This design comes from an exercise in tuning for small area on the open sky130 flow, not from production work.
In this exercise RTL edits were held to simulation tests only and were not proved equivalent to the original.
Power figures rest on the tool's default switching activity, not on a simulated workload.

==> design/flow/design.v <==
`timescale 1ns / 1ps
module aiso(clk, rst, rst_s);
   input  clk, rst;
	output rst_s;
   reg    qMeta, qOk;
   always @ (posedge clk or posedge rst)
      if (rst)	{qMeta, qOk} <= {1'b0, 1'b0};
         else	{qMeta, qOk} <= {1'b1, qMeta};
	assign rst_s = ~qOk;
endmodule
`timescale 1ns / 1ps
module vga(clk_100MHz, rst, hsync, vsync, video, pixel_tick, pixel_x, pixel_y);
    input        clk_100MHz, rst;
   output        hsync, vsync, video, pixel_tick;
   output  [9:0] pixel_x, pixel_y;
     wire        clk_100MHz, rst, hsync, vsync, video, pixel_tick;
     wire  [9:0] pixel_x, pixel_y;
   localparam HD = 640,  
              HF = 48,   
              HB = 16,   
              HR = 96,   
              VD = 480,  
              VF = 10,   
              VB = 33,   
              VR = 2;    
   reg [9:0] h_count_reg, h_count_next;
   reg [9:0] v_count_reg, v_count_next;
   reg       v_sync_reg, h_sync_reg;
   reg       v_sync_next, h_sync_next;
   wire      h_end, v_end, tick;
   always @ (posedge clk_100MHz or posedge rst)
      if (rst) 
         begin
            v_count_reg <= 0;
            h_count_reg <= 0;
            v_sync_reg <= 1'b0;
            h_sync_reg <= 1'b0;
         end
      else 
         begin
            v_count_reg <= v_count_next;
            h_count_reg <= h_count_next;
            v_sync_reg <= ~v_sync_next;
            h_sync_reg <= ~h_sync_next;
         end
   reg    [1:0] count, n_count;
   always @ (posedge clk_100MHz or posedge rst)
      if (rst) count <= 2'b0;
         else count <= n_count;
   assign tick = (count == 3);
   always @ (*)
      n_count = (tick) ? 2'b0 : count + 2'b1;
   assign h_end = (h_count_reg == (HD + HF + HB + HR - 1));
   assign v_end = (v_count_reg == (VD + VF + VB + VR - 1));
   always @ (*)
      if (tick)
         if (h_end)
            h_count_next = 0;
         else
            h_count_next = h_count_reg + 10'b1;
      else
         h_count_next = h_count_reg;   
   always @ (*)
      if (tick & h_end)
         if (v_end)
            v_count_next = 0;
         else
            v_count_next = v_count_reg + 10'b1;
      else
         v_count_next = v_count_reg;
   always @ (*)
      h_sync_next = (h_count_reg >= (HD + HB) && 
                     h_count_reg <= (HD + HB + HR - 1));
   always @ (*)
      v_sync_next = (v_count_reg >= (VD + VF) && 
                     v_count_reg <= (VD + VF + VR - 1));    
   assign video = (h_count_reg < HD) && (v_count_reg < VD);
   assign hsync = h_sync_reg;
   assign vsync = v_sync_reg;
   assign pixel_x = h_count_reg;
   assign pixel_y = v_count_reg;
   assign pixel_tick = tick;
endmodule
`timescale 1ns / 1ps
module vga_animate(clk, rst, video, sw, pixel_x, pixel_y, rgb);
	input        clk, rst, video;
   input  [1:0] sw;
	input  [9:0] pixel_x, pixel_y;
	output [11:0] rgb;
   wire   [9:0] pixel_x, pixel_y;
   reg    [11:0] rgb;
	wire         ball, paddle, wall;
	wire   [11:0] c_ball, c_paddle, c_wall;
   wire refr_tick;
   assign refr_tick = (pixel_y == 481) && (pixel_x == 0);
   wire   [9:0] ball_left, ball_right, ball_top, ball_bottom, ball_default;
   assign ball_left = ball_x_reg;
   assign ball_top = ball_y_reg;
   assign ball_right = ball_left + 3'b111;
   assign ball_bottom = ball_top + 3'b111;
   reg    [9:0] ball_x_reg, ball_y_reg;
   wire         gameover;
   assign gameover = (ball_right >= 639);
   wire   [9:0] ball_x_next, ball_y_next;
	assign ball = (pixel_x >= ball_left) && (pixel_x <= ball_right) &&
					  (pixel_y >= ball_top) && (pixel_y <= ball_bottom);
   assign ball_x_next = (refr_tick) ? ball_x_reg + x_delta_reg : ball_x_reg;
   assign ball_y_next = (refr_tick) ? ball_y_reg + y_delta_reg : ball_y_reg;
   always @ (*)
   begin
      x_delta_next = x_delta_reg;
      y_delta_next = y_delta_reg;
      if(ball_top < 1)
         y_delta_next = 2;
      else if(ball_bottom > (480 - 1))
         y_delta_next = -2;
      else if((32 <= ball_right) && (ball_right <= 35) &&
              (wall_top <= ball_bottom) && (ball_top <= wall_bottom))
         x_delta_next = 2;
      else if((600 <= ball_right) && (ball_right <= 603) &&
              (paddle_top <= ball_bottom) && (ball_top <= paddle_bottom))
         x_delta_next = -2;
   end
   reg    [9:0] x_delta_reg, x_delta_next;
   reg    [9:0] y_delta_reg, y_delta_next;
   assign c_ball = 12'b1000_1000_1000;
   wire   [9:0] paddle_top, paddle_bottom;
   assign paddle_top = paddle_reg;
   assign paddle_bottom = paddle_top + 7'b1000111;
   reg    [9:0] paddle_reg, paddle_next;   
	assign paddle = (pixel_x >= 600) && (pixel_x <= 603) &&
						 (pixel_y >= paddle_top) && (pixel_y <= paddle_bottom);
   always @ (*)
   begin
      paddle_next = paddle_reg;
      if(refr_tick)
         if(sw[1] & (paddle_bottom < 475))
            paddle_next = paddle_reg + 3'b100;
         else if(sw[0] & (paddle_top > 3'b100))
            paddle_next = paddle_reg - 3'b100;
   end
	assign c_paddle = 12'b0000_1001_0011; 
   wire   [9:0] wall_top, wall_bottom;
   assign wall_top = wall_reg;
   assign wall_bottom = wall_top + 7'b1000111;
   reg   [9:0] wall_reg, wall_next;
	assign wall = (pixel_x >= 32) && (pixel_x <= 35) &&
                 (pixel_y >= wall_top) && (pixel_y <= wall_bottom);
   always @ (*)
   begin
      wall_next = wall_reg;
      if(refr_tick)
         if((ball_bottom >= wall_bottom) &  (wall_bottom < 475))
            wall_next = wall_reg + 3'b100;
         else if((ball_top <= wall_top) & (wall_top > 3'b100))
            wall_next = wall_reg - 3'b100;
   end
	assign c_wall   = 12'b1111_1000_1100;   
   always @ (posedge clk or posedge rst)
      if(rst)
         begin
            paddle_reg <= 0;
            wall_reg <= 0;
            ball_x_reg <= 36;
            ball_y_reg <= 0;
            x_delta_reg <= 10'h004;
            y_delta_reg <= 10'h004;
         end
      else if(gameover)
         begin
            paddle_reg <= paddle_next;
            wall_reg <= wall_next;
            ball_x_reg <= 36;
            ball_y_reg <= 0;
            x_delta_reg <= x_delta_next;
            y_delta_reg <= y_delta_next;
         end      
      else
         begin
            paddle_reg <= paddle_next;
            wall_reg <= wall_next;
            ball_x_reg <= ball_x_next;
            ball_y_reg <= ball_y_next;
            x_delta_reg <= x_delta_next;
            y_delta_reg <= y_delta_next;
         end
	always @ (*)
      if (~video)
         rgb = 12'b0000_0000_0000;  
      else
         if (ball)
            rgb = c_ball;
         else if (paddle)
            rgb = c_paddle;
         else if (wall)
            rgb = c_wall;
         else
            rgb = 12'b1111_0111_0111;  
endmodule
`timescale 1ns / 1ps
module top_level(clk_100MHz, rst, sw, hsync, vsync, rgb);
    input         clk_100MHz, rst;
    input  [1:0]  sw;
   output         hsync, vsync;
   output  [11:0] rgb;
     wire         pixel_tick, rst_s, video;
     wire  [9:0]  pixel_x, pixel_y;
     wire  [11:0]  rgb_next;
     reg   [11:0]  rgb_reg;
   aiso
      AISO(.clk(clk_100MHz),  
           .rst(rst),         
           .rst_s(rst_s));    
   vga
      VGA(.clk_100MHz(clk_100MHz),  
          .rst(rst_s),              
          .hsync(hsync),            
          .vsync(vsync),            
          .video(video),            
          .pixel_tick(pixel_tick),  
          .pixel_x(pixel_x),        
          .pixel_y(pixel_y));       
   vga_animate
      PX_ANIMATE(.clk(clk_100MHz),   
                 .rst(rst_s),        
                 .video(video),      
                 .sw(sw),            
                 .pixel_x(pixel_x),  
                 .pixel_y(pixel_y),  
                 .rgb(rgb_next));    
   always@(posedge clk_100MHz)
      if (rst_s)
         rgb_reg <= 12'b0; 
      else if (pixel_tick)
         rgb_reg <= rgb_next;
   assign rgb = rgb_reg;
endmodule
==> design/flow/run.sh <==
#!/bin/bash
# synth_recipe.tcl (not shown) runs the flow's synth.tcl, then flattens the netlist and writes it again
# the make line also repeats each setting of config.mk as NAME=value (left out here)
make -C /OpenROAD-flow-scripts/flow DESIGN_CONFIG=/design/flow/config.mk WORK_HOME=/design/flow/orfs CLKGATE_MAP_FILE= SYNTH_SCRIPT=/design/flow/synth_recipe.tcl finish
==> design/flow/config.mk <==
export PLATFORM = sky130hd
export DESIGN_NAME = top_level
export DESIGN_NICKNAME = top_level
export VERILOG_FILES = /design/flow/design.v
export SDC_FILE = /design/flow/constraint.sdc
export NUM_CORES = 4
export LEC_CHECK = 0
export CAP_MARGIN = 20
export CORE_MARGIN = 2
export CORE_UTILIZATION = 40
export SLEW_MARGIN = 20
==> design/flow/constraint.sdc <==
create_clock -name core_clock -period 10.0 [get_ports {clk_100MHz}]
set_input_delay 2.0000 -clock core_clock [delete_from_list [all_inputs] [get_ports {clk_100MHz}]]
set_output_delay 2.0000 -clock core_clock [all_outputs]
set_load 0.01 [all_outputs]
==> run notes <==
## Yosys cell counts, types with 5 or more instances
cell / n
inv_1: 63
nand3b_1: 5
nor3b_1: 5
nand3_1: 35
or4_1: 7
o2111ai_1: 5
or3_1: 6
buf_4: 7
o41ai_1: 5
mux2i_1: 7
nand4_1: 16
dfrtp_1: 62
o31ai_1: 7
dfxtp_1: 6
a21oi_1: 67
o211ai_1: 8
o21a_1: 10
nand2b_1: 10
ha_1: 123
clkbuf_1: 25
nor2b_1: 19
a211oi_1: 8
xor2_1: 11
nor2_1: 47
o21ai_0: 51
a21o_1: 12
nor3_1: 26
nand2_1: 71
xnor2_1: 63
nor4_1: 12
## path summary, 6_finish.rpt
kind                                                            from                            endpoint  slack, ns
worst max-delay path            PX_ANIMATE.ball_y_reg[2]$_DFFE_PN0P_  PX_ANIMATE.wall_reg[6]$_DFFE_PN0P_       5.64
max in group asynchronous                                        rst                  AISO.qOk$_DFF_PP0_       8.08
worst min-delay path                            AISO.qMeta$_DFF_PP0_                  AISO.qOk$_DFF_PP0_       0.36
worst min register to register                  AISO.qMeta$_DFF_PP0_                  AISO.qOk$_DFF_PP0_       0.36
worst max register to register  PX_ANIMATE.ball_y_reg[2]$_DFFE_PN0P_  PX_ANIMATE.wall_reg[6]$_DFFE_PN0P_       5.64
min in group asynchronous                         AISO.qOk$_DFF_PP0_              VGA.count[1]$_DFF_PN0_       0.49
## routing by layer
layer  routed length [um]  vias to the layer above  GRT usage [%]
li1                     -                     3206              -
met1                 9910                     3029           30.2
met2                 8980                      202           32.3
met3                 1200                       25           4.96
met4                  303                        0           5.32
met5                    0                        -              0
## final cells by class
class	count	area [um2]	share of cell area [%]
multi-input cells	715	5310	65.3
flip-flops and latches	72	1780	21.9
inverters	65	244	3.00
well taps	234	293	3.60
repair buffers	19	185	2.28
clock inverters	6	91.3	1.12
clock buffers	10	229	2.82
## power by group
| part | leakage, nW | total [mW] | switching [mW] | internal [mW] |
|---|---|---|---|---|
| sequential | 0.911 | 0.302 | 0.00870 | 0.293 |
| clock | 0.157 | 0.358 | 0.139 | 0.220 |
| combinational | 2.47 | 0.0234 | 0.0120 | 0.0114 |
## cell families after synthesis
| kind of cell | count (synthesis) | share of synthesized area, % |
|---|---|---|
| and+or+nand+nor | 276 | 18.9 |
| muxes | 8 | 1.09 |
| adders and majority gates | 133 | 22.2 |
| AOI/OAI and AO/OA | 220 | 18.9 |
| buffers and inverters | 102 | 5.51 |
| xor gates and xnor gates | 77 | 9.56 |
| DFF | 72 | 23.7 |
| other | 1 | 0.0501 |
## per-stage QoR
stage	worst slack [ns]	util, %
after global placement	5.84	42.2
after floorplan	6.23	-
after CTS	5.72	43.9
final	5.64	43.9
after detailed placement	5.78	42.2
after global routing	5.31	43.9
==> summary.txt <==
register area share after synthesis - 23.7%
drt via density - 5.76
most frequent cells in the layout - ha_1 (123), nand2_1 (71), a21oi_1 (67)
Max Slew Vio Count - 0
Critical-path top delay cell - a211oi_1
routed len/inst - 18.2 um
clock sinks - 72
Post-synth EDFFs - 0
WL final - 20.4 mm
CP top delay family - simple AND/OR/NAND/NOR gates
asr flop ratio synth - 91.7%
ant diodes - 0
CTS max path bufs - 2
Max VDD drop - 0.0000615 V
crit path kind - flop to flop
synthesized area - 7490 um2
CORE AREA - 18500 um2
DR pass1 iterations - 5
area delta synth->final - 8.59%
nets - 1011
DRC - 0
Filler cells - 1846
worst path bufs/invs - 1
CP peak stage delay - 0.55 ns
average cell area after synthesis - 8.42 um2
first-pass GRT wire length - 33.1 mm
Die H - 141 um
Post-DP HPWL - 15.1 mm
ANT nets after route - 0
Final min period - 4.36 ns
CP required - 10.23 ns
r2r worst-path depth - 14
clk slew on worst S/H paths - 0.06 ns
placed cell count - 1105
area of the die - 19800 um2
CTS tree - built
largest net degree at the start of global routing - 74
row cnt - 50
total power - 684 uW
die width - 141 um
global-route usage over all layers - 21.1%
Critical Path Sink Type - flop
share of the synthesized area in the top cell type - 20.7%
RSZ-0062 raised after global routing - no
Fin Hold WS - 0.359 ns
Fin. Hold Viols - 0
final std cells w/o fill - 1121
Layout Cell Area excl Fill - 8130 um2
DR vias - 6462
Cell Chain, Critical Path - inv_1 -> ha_1 -> nand3b_1 -> nor3_1 -> xnor2_1 -> ha_1 -> nor2_1 -> or4_1 -> o311ai_0 -> a221oi_1 -> a211oi_1 -> nand2_1 -> a221oi_1 -> mux2i_1
initial antenna violation count - 0
grt ovf - 0
#FFs+latches synth - 72
Syn. warnings - 4
Area after DPL - 7810 um2
final setup fails - 0
ys flop type - dfrtp_1
Max-Cap Viols - 0
layout cells sized above 1 - 4.74%
most common cell after layout, fill and taps aside - ha_1
Leak - 3.53 nW
RePlAce Congestion - 0.979
vias in the first global route - 6100
power per cell area - 84.1 nW/um2
# port buffers - 17
max frequency - 229 MHz
startpoint types - flop
Fin Setup TNS - 0 ns
# Post-CTS Setup Buffers - 0
area leader, netlist - dfrtp_1
# IOs - 18
syn_nets - 1018
ranking of synthesized cells by area - dfrtp_1 (21%), ha_1 (21%), xnor2_1 (7.4%), a21oi_1 (4.5%), nand2_1 (3.6%)
worst hold stages - 0
initial core utilization - 40.4%
Synth cell types - 74
drt first-iter violations - 542
crit path max fanout - 10
outcome - timing/DRC/antenna clean
cts hold-fix bufs - 0
Gate Count Post-Synth - 889
Layout Skew - 0.00769 ns
HP Class - flop to flop
number of buffers created by CTS - 9
Arr. time, crit path - 4.59 ns
actual slew at the worst max-slew pin - 1.00 ns
root buf cell - clkbuf_16
fin crit share - 43.6%
CTS HTree Levels - 3
normalized max-slew margin - 32.9%
post-CTS sizing - 0
Worst-Skew Late Latency - 0.35 ns
Worst path depth - 14

-- static timing again, ports no longer ideal --
The flow's constraints put no driver on any port. The routed layout listed below was extracted and timed again, unchanged, in two steps. Step 1 assumes that a clkbuf_16 drives the clock port and a buf_2 every other input. Step 2 times the ports against the registers' clock, not the clock port: input delays grow and output delays shrink by t, the midpoint of the rising clock arrivals with the driver on. Three values: no drivers, after step 1, after step 2; two values: the first two.
t, ns: 0.393
setup slack, ns: 5.636 / 5.636 / 5.636
hold WS [ns]: 0.359 / 0.359 / 0.359
worst setup path at the end: register to register
pins driven straight from the clock port: 1
After both steps this run still meets setup and hold. For this run, drivers alone change the setup slack by 0.000 ns; drivers and shift together by 0.000 ns.
